What follows belongs to an exercise in optimizing a design on an open flow for small area and a short achievable clock period; a production flow would make more cautious choices.
Function was checked by simulation only, so behaviour that the tests miss may differ from the original.

==> flow/design.v, too long to show whole: its modules and the start of the top module <==
// module cordic: 3170 lines
module cordic (
    input  wire        clk,
    input  wire        rst,
    input  wire        valid_i,
    input  wire signed [16:0] x_i,
    input  wire signed [16:0] y_i,
    output wire        valid_o,
    output wire signed [16:0] x_o,
    output wire signed [16:0] y_o
    );
  // ...
==> flow/flow/run.sh <==
#!/bin/bash
# The standard layout (standard.sh: ORFS from synthesis to the final layout), with one change:
# ADDER_MAP_FILE is empty, so ORFS's synthesis skips Yosys's full/half adder extraction and abc maps
# the adders' logic like the rest. Everything else, including the registers, is the standard flow.
set -euo pipefail
cd "$(dirname "$0")/.."
export ADDER_MAP_FILE=
bash standard.sh > standard.log 2>&1
==> flow/standard.sh <==
#!/bin/bash
# synth_recipe.tcl (not shown) runs the flow's synth.tcl, then flattens the netlist and writes it again
# the make line also repeats each setting of config.mk as NAME=value (left out here)
make -C /OpenROAD-flow-scripts/flow DESIGN_CONFIG=/design/flow/config.mk WORK_HOME=/design/flow/orfs CLKGATE_MAP_FILE= SYNTH_SCRIPT=/design/flow/synth_recipe.tcl "${@:-finish}"
==> flow/config.mk <==
export PLATFORM = sky130hd
export DESIGN_NAME = cordic
export DESIGN_NICKNAME = cordic
export VERILOG_FILES = /design/flow/design.v
export SDC_FILE = /design/flow/constraint.sdc
export NUM_CORES = 4
export LEC_CHECK = 0
export ABC_AREA = 1
export CAP_MARGIN = 20
export CORE_MARGIN = 2
export CORE_UTILIZATION = 40
export CTS_CLUSTER_DIAMETER = 120
export CTS_CLUSTER_SIZE = 20
export PLACE_DENSITY = 0.5
export SETUP_SLACK_MARGIN = 2.1
export SLEW_MARGIN = 20
==> flow/constraint.sdc <==
create_clock -name core_clock -period 4.6 [get_ports {clk}]
set_input_delay 0.9200 -clock core_clock [delete_from_list [all_inputs] [get_ports {clk}]]
set_output_delay 0.9200 -clock core_clock [all_outputs]
set_load 0.01 [all_outputs]
==> results.json, run 1 <==
{
  "top_layer_used": "met4",
  "multi_input_area_sq_um": 22590,
  "final_area_sq_um": 41910,
  "vias": 33280,
  "grtUsageTotal": 0.1880,
  "r2r_start": "rdx7",
  "r2r_slack_ps": 2240,
  "worst_setup_path_start_kind": "input port",
  "use_met1": 0.2807,
  "setup_violations": 0,
  "rr_worst_depth": 17,
  "min_path_cells": 2,
  "synth_common_cells": "nand2_1 (2405), inv_1 (860), dfxtp_1 (575), nor2_1 (377), nand3_1 (372)",
  "cts_hold_buf": 0,
  "timing.slew.headroom": 0.6010,
  "path_delay_family": "simple AND/OR/NAND/NOR gates",
  "portBuffers": 71,
  "nMultiInputCombCells": 4478,
  "status": "timing/DRC/antenna clean",
  "gr-usage-met3": 0.02056,
  "fillers": 10000,
  "synth_top_area_frac": 0.3043,
  "worst-path-buf-inv": 2,
  "whs_endpoint": "vp[12]"
}
==> inputs of run 2 (changes only) <==
--- a/flow/config.mk
+++ b/flow/config.mk
@@ -9,8 +9,7 @@
 export CAP_MARGIN = 20
 export CORE_MARGIN = 2
-export CORE_UTILIZATION = 40
+export CORE_UTILIZATION = 35
 export CTS_CLUSTER_DIAMETER = 120
 export CTS_CLUSTER_SIZE = 20
-export PLACE_DENSITY = 0.5
 export SETUP_SLACK_MARGIN = 2.1
 export SLEW_MARGIN = 20
==> run 2 against run 1 <==
  * Via count is 0.40% higher
  * Highest routed layer unchanged
  * Sequential share of layout area up 0.054 points
  * Setup slack got worse by 53 ps
  * Sequential cell count unchanged
  * Routed wire length is 7.0% lower
  * Area after synthesis unchanged
==> results.json, run 2 <==
{
  "via_per_inst": 4.427,
  "row_count": 120,
  "slowest_stage": "clkdlybuf4s50_1",
  "synth_area_per_cell_sq_um": 6.264,
  "die_area_sq_um": 110700,
  "period_share": 0.5271,
  "critical_path_class": "reg -> out",
  "fin_tns_setup_ps": 0,
  "synth-edff-count": 0,
  "grt_pass1_vias": 30630,
  "vias": 33420,
  "fin_worst_skew_ps": 35.12,
  "synth_top_cell_by_area": "dfxtp_1",
  "maxCapViolations": 0,
  "synthesis.area_sq_um": 37830,
  "cts_sinks": 575,
  "drcViolationCount": 0,
  "fmax_mhz": 412.4,
  "finalWirelength_microns": 85700,
  "layout_commonest_cell": "nand2_1",
  "detail_route.wl_per_cell_microns": 11.35,
  "r2r_slack_ps": 2260,
  "synth_cell_types": 54,
  "holdWs_ps": 404.2,
  "path_delay_family": "buffers and inverters",
  "cts_buffers": 35,
  "place_hpwl_microns": 69080,
  "drtIter0Drc": 1585,
  "synth-seq-cells": 575,
  "clockBufferDepth": 3,
  "timing.slew.headroom": 0.5811,
  "syn_to_final_growth_pct": 10.56,
  "tightest_slew_ps": 620.3,
  "cts-root-buf": "clkbuf_16",
  "firstDrtPassIters": 6,
  "core_sq_um": 107200,
  "ys_top_cells_by_area": "dfxtp_1 (30%), nand2_1 (24%), inv_1 (8.5%), xor2_1 (7.9%), nand3_1 (4.9%)",
  "finalHoldViolations": 0,
  "finalNetCount": 6177,
  "ioPinCount": 72,
  "cts.clk_slew.worst_paths_ps": 80,
  "die_w_microns": 332.8,
  "final_antenna_net_count": 0,
  "end_kind": "primary output",
  "path_cells": "clkdlybuf4s50_1",
  "async_flop_share": 0,
  "rsz0062_at_grt": "yes",
  "status": "timing/DRC/antenna clean",
  "grt_max_degree": 28,
  "report.final.slew_viol_count": 0,
  "worst_setup_path_start_kind": "flip-flop",
  "synth_top_area_frac": 0.3043,
  "drive_gt1_frac": 0.1041,
  "antenna_found_initial": 0,
  "place_congestion": 0.8435,
  "yosys_most_used_dff": "dfxtp_1",
  "overflow": 0,
  "cts_tree": "done",
  "synth_common_cells": "nand2_1 (2405), inv_1 (860), dfxtp_1 (575), nor2_1 (377), nand3_1 (372)",
  "setup_violations": 0,
  "worst-path-buf-inv": 1,
  "synthCells": 6040,
  "yosysMostFrequentCell": "nand2_1",
  "grtUsageTotal": 0.1533,
  "cts_hold_buf": 0,
  "seq_area_sq_um": 11570,
  "cp.arrival_ps": 1500,
  "fp.dieH_microns": 332.8,
  "fillers": 11480,
  "yosys_warnings": 1,
  "final.min_clock_period_ps": 2425,
  "slowest_delay_ps": 560,
  "insertion_delay_ps": 610,
  "synth.net_count": 6077,
  "cp_max_fo": 1,
  "multi_input_area_sq_um": 22670,
  "htreeDepth": 2,
  "synth-seq-area-share": 0.3043,
  "initial_core_util": 0.3529,
  "hold_path_class": "reg -> reg",
  "final_cell_mix": "nand2_1 (2340), inv_1 (852), dfxtp_1 (558)",
  "antenna_cells": 0,
  "worstPathRequired_ps": 3680,
  "grt_pass1_wl_microns": 143400,
  "portBuffers": 71
}
[run 2: cell counts after synthesis]
Identical to the previous run, type by type.
[run 2: per-layer routing]
| metal | vias to the layer above | global-route usage | wire, microns |
|---|---|---|---|
| li1 | 18450 | - | - |
| met1 | 14500 | 0.2025 | 42200 |
| met2 | 369 | 0.2650 | 38660 |
| met3 | 96 | 0.01802 | 2960 |
| met4 | 0 | 0.03658 | 1885 |
| met5 | - | 0 | 0 |
[run 2: kinds of logic after synthesis]
group,synth area share
flops,0.3043
mux,0.0005292
buf+inv,0.1110
simple gates,0.4098
compound gates,0.05447
xor+xnor,0.1199
[run 2: final timing paths]
kind | start | end | depth (start not counted)
worst max-delay path | rx14[6] | x_o[6] | 1
worst max register to register | rdx3 | rdx4 | 19
worst min-delay path | vp[5] | vp[6] | 2
worst min register to register | vp[5] | vp[6] | 2
[run 2: cell type report]
| type | instances | share of cell area |
|---|---|---|
| inverters | 915 | 0.08406 |
| well taps | 1403 | 0.04197 |
| repair buffers | 135 | 0.03126 |
| flip-flops and latches | 575 | 0.2766 |
| multi-input cells | 4478 | 0.5421 |
| clock buffers | 36 | 0.02154 |
| clock inverters | 6 | 0.002513 |
[run 2: timing repair]
item / CTS / global route
setup buffers: 2 / 51
gates resized for setup: 43 / 217
pin swaps: 1 / 53
endpoints found under the setup margin: 134 / 100
gates cloned: 1 / 0
[run 2: stage by stage]
| stage | instance area [sq um] | setup WS (ps) | instances | util |
|---|---|---|---|---|
| global route | 41830 | 2049 | 7548 | 0.3902 |
| CTS | 40770 | 2018 | 7497 | 0.3803 |
| finish | 41830 | 2175 | 7548 | 0.3902 |
| floorplan | 37830 | 2150 | 6040 | - |
| global placement | 39630 | 1146 | 7452 | 0.3697 |
| detailed placement | 39630 | 1267 | 7452 | 0.3697 |
==> inputs of run 3 (changes only) <==
--- a/flow/config.mk
+++ b/flow/config.mk
@@ -9,5 +9,5 @@
 export CAP_MARGIN = 20
 export CORE_MARGIN = 2
-export CORE_UTILIZATION = 35
+export CORE_UTILIZATION = 45
 export CTS_CLUSTER_DIAMETER = 120
 export CTS_CLUSTER_SIZE = 20
==> run 3 against run 2 <==
  * Setup slack better by 25 ps
  * Critical path type is now in -> reg
  * Synthesized cell count unchanged
  * Sequential share of layout area rose by 0.40 points
  * Fmax up 1.0%
  * Sequential cell count unchanged
  * Critical path depth grew 12
  * Global-route usage is 4.6 points higher
  * Routed wire length increased by 0.86%
==> results.json, run 3 <==
{
  "end_kind": "flip-flop",
  "grtUsageTotal": 0.1990,
  "place_congestion": 0.8544,
  "synth-seq-area-share": 0.3043,
  "cts-root-buf": "clkbuf_16",
  "crit_cells": 13,
  "fillers": 8678,
  "min_path_cells": 2,
  "slowest_delay_ps": 480,
  "die_w_microns": 294.0,
  "rr_worst_depth": 14,
  "r2r_slack_ps": 2280,
  "synth_cell_types": 54,
  "hold_start": "vp[11]",
  "worst_setup_path_start_kind": "input port",
  "path_common_cell": "buf_4",
  "row_count": 106,
  "slowest_stage": "clkdlybuf4s50_1",
  "layout_commonest_cell": "nand2_1",
  "ys_top_cells_by_area": "dfxtp_1 (30%), nand2_1 (24%), inv_1 (8.5%), xor2_1 (7.9%), nand3_1 (4.9%)",
  "period_share": 0.5217,
  "rsz0062_at_grt": "yes",
  "report.final.slew_viol_count": 0,
  "async_flop_share": 0,
  "synth_top_cell_by_area": "dfxtp_1",
  "core_sq_um": 83420,
  "grt_pass1_wl_microns": 143500,
  "fin_tns_setup_ps": 0,
  "firstDrtPassIters": 7,
  "status": "timing/DRC/antenna clean",
  "cts_sinks": 575,
  "ioPinCount": 72,
  "syn_to_final_growth_pct": 8.969,
  "drive_gt1_frac": 0.09728,
  "final_antenna_net_count": 0,
  "grt_max_degree": 28,
  "path_cells": "clkdlybuf4s50_1 -> nor2_4 -> nand2_1 -> buf_4 -> buf_4 -> buf_4 -> buf_4 -> buf_4 -> buf_4 -> buf_4 -> buf_4 -> o21ai_1 -> xor2_1",
  "portBuffers": 71,
  "synthCells": 6040,
  "fp.dieH_microns": 294.0,
  "cp.arrival_ps": 2900,
  "drcViolationCount": 0,
  "initial_core_util": 0.4535,
  "cp_max_fo": 2,
  "hold_path_class": "reg -> reg",
  "final_cell_mix": "nand2_1 (2359), inv_1 (856), dfxtp_1 (559)",
  "worstPathRequired_ps": 5100,
  "final.min_clock_period_ps": 2400,
  "setup_violations": 0,
  "cts_tree": "done",
  "synth_common_cells": "nand2_1 (2405), inv_1 (860), dfxtp_1 (575), nor2_1 (377), nand3_1 (372)",
  "critical_path_class": "in -> reg",
  "synth_area_per_cell_sq_um": 6.264,
  "synth-seq-cells": 575,
  "cts_buffers": 35,
  "timing.slew.headroom": 0.6372,
  "path_delay_family": "buffers and inverters",
  "detail_route.wl_per_cell_microns": 11.96,
  "via_per_inst": 4.589,
  "yosysMostFrequentCell": "nand2_1",
  "drtIter0Drc": 1604,
  "clockBufferDepth": 3,
  "finalNetCount": 6181,
  "maxCapViolations": 0,
  "synthesis.area_sq_um": 37830,
  "finalHoldViolations": 0,
  "antenna_found_initial": 1,
  "finish.utilization": 0.4942,
  "synth_top_area_frac": 0.3043,
  "die_area_sq_um": 86410,
  "synth.net_count": 6077,
  "yosys_most_used_dff": "dfxtp_1",
  "insertion_delay_ps": 580,
  "htreeDepth": 2,
  "finalWirelength_microns": 86440,
  "grt_pass1_vias": 30190,
  "vias": 33170,
  "r2r_start": "rdx11",
  "yosys_warnings": 1,
  "fmax_mhz": 416.7,
  "worst-path-buf-inv": 9,
  "synth-edff-count": 0,
  "fin_worst_skew_ps": 22.51,
  "overflow": 0,
  "place_hpwl_microns": 69590,
  "tightest_slew_ps": 542.4,
  "cts.clk_slew.worst_paths_ps": 80,
  "cp-startpoint": "y_i[3]"
}
==> run 3: worst paths after layout <==
kind | to
setup / recovery | ry_a[6]
setup reg to reg | rdx12
hold / removal | vp[12]
hold reg to reg | vp[12]
==> run 3: worst register-to-register path, cell delays in order, from the launching register on <==
cell	delay (ps)
dfxtp_4	400
buf_4	150
nand2_1	100
nand2_4	120
or2_2	300
nand2_1	90
nor2_1	50
inv_1	70
o21ai_0	80
a21oi_1	230
nand2_1	80
nand3_1	90
nand2_1	80
xor2_1	280
nor2_1	90
==> run 3: kinds of logic (layout without fill, tap and decap cells) <==
family | after synthesis | count (layout) | share of synthesized area
and+or+nand+nor | 3625 | 3627 | 0.4098
buffers and inverters | 987 | 1092 | 0.1110
DFF | 575 | 575 | 0.3043
xor gates and xnor gates | 512 | 512 | 0.1199
muxes | 2 | 2 | 0.0005292
other | 0 | 2 | 0
AOI/OAI and AO/OA | 339 | 339 | 0.05447
==> run 3: routing by layer <==
layer  part of all wire  global-route usage  vias up
li1                   -                   -    18470
met1               0.53              0.2877    14290
met2               0.42              0.3189      335
met3              0.031             0.02213       78
met4              0.016             0.03932        0
met5                  0                   0        -
==> run 3: what timing repair did <==
| action | CTS | global route |
|---|---|---|
| hold buffers | 0 | 0 |
| resized for setup | 36 | 162 |
| hold endpoints to repair | 0 | 0 |
| pin swaps | 13 | 31 |
| buffers inserted | 12 | 44 |
| cloned | 1 | 2 |
| endpoints found under the setup margin | 127 | 110 |
==> run 3: stage by stage <==
| stage | worst slack [ps] | hold WS, ps | cells | instance area [sq um] |
|---|---|---|---|---|
| after detailed placement | 1344 | 393.5 | 7128 | 39220 |
| final | 2200 | 402.3 | 7229 | 41230 |
| after global routing | 2032 | 415.5 | 7227 | 41220 |
| after CTS | 2009 | 401.3 | 7181 | 40380 |
| after global placement | 1285 | 388.4 | 7128 | 39220 |
| after floorplan | 2150 | 388.3 | 6040 | 37830 |
==> run 3: layout make-up <==
type / count / area (sq um) / share of cell area
Timing Repair Buffer: 137 / 1321 / 0.03205
Tap cell: 1080 / 1351 / 0.03278
Antenna cell: 2 / 5.005 / 0.0001214
Multi-Input combinational cell: 4480 / 22520 / 0.5464
Clock buffer: 38 / 929.6 / 0.02255
Clock inverter: 2 / 27.53 / 0.0006677
Inverter: 915 / 3501 / 0.08492
Sequential cell: 575 / 11570 / 0.2806

[what the ideal ports hide]
In the flow no input, the clock included, has a driving cell. The finished layouts below were timed again as built, in two steps.
Step 1 (the two cells are an assumption about what drives the block):
set clk [get_ports {clk}]
set_driving_cell -lib_cell sky130_fd_sc_hd__clkbuf_16 $clk
set_driving_cell -lib_cell sky130_fd_sc_hd__buf_2 [delete_from_list [all_inputs] $clk]
Step 2 times the ports against the registers' clock, not the clock port: input delays grow and output delays shrink by t, the midpoint of the rising clock arrivals with the driver on.
Slacks: ideal ports / drivers / drivers and shift; pairs: ideal ports / drivers.
| run | t (ns) | setup WS [ns] | worst data-port slew with drivers (ns) | pins driven straight from the clock port |
|---|---|---|---|---|
| run 1 | 0.637 | 2.228 / 2.165 / 1.634 | 0.05 | 1 |
| run 2 | 0.654 | 2.175 / 2.114 / 1.566 | 0.05 | 1 |
| run 3 | 0.629 | 2.200 / 2.180 / 1.615 | 0.05 | 1 |
After both steps every run listed still meets setup and hold. For run 2, which loses most, drivers alone change the setup slack by -0.061 ns; drivers and shift together by -0.609 ns.
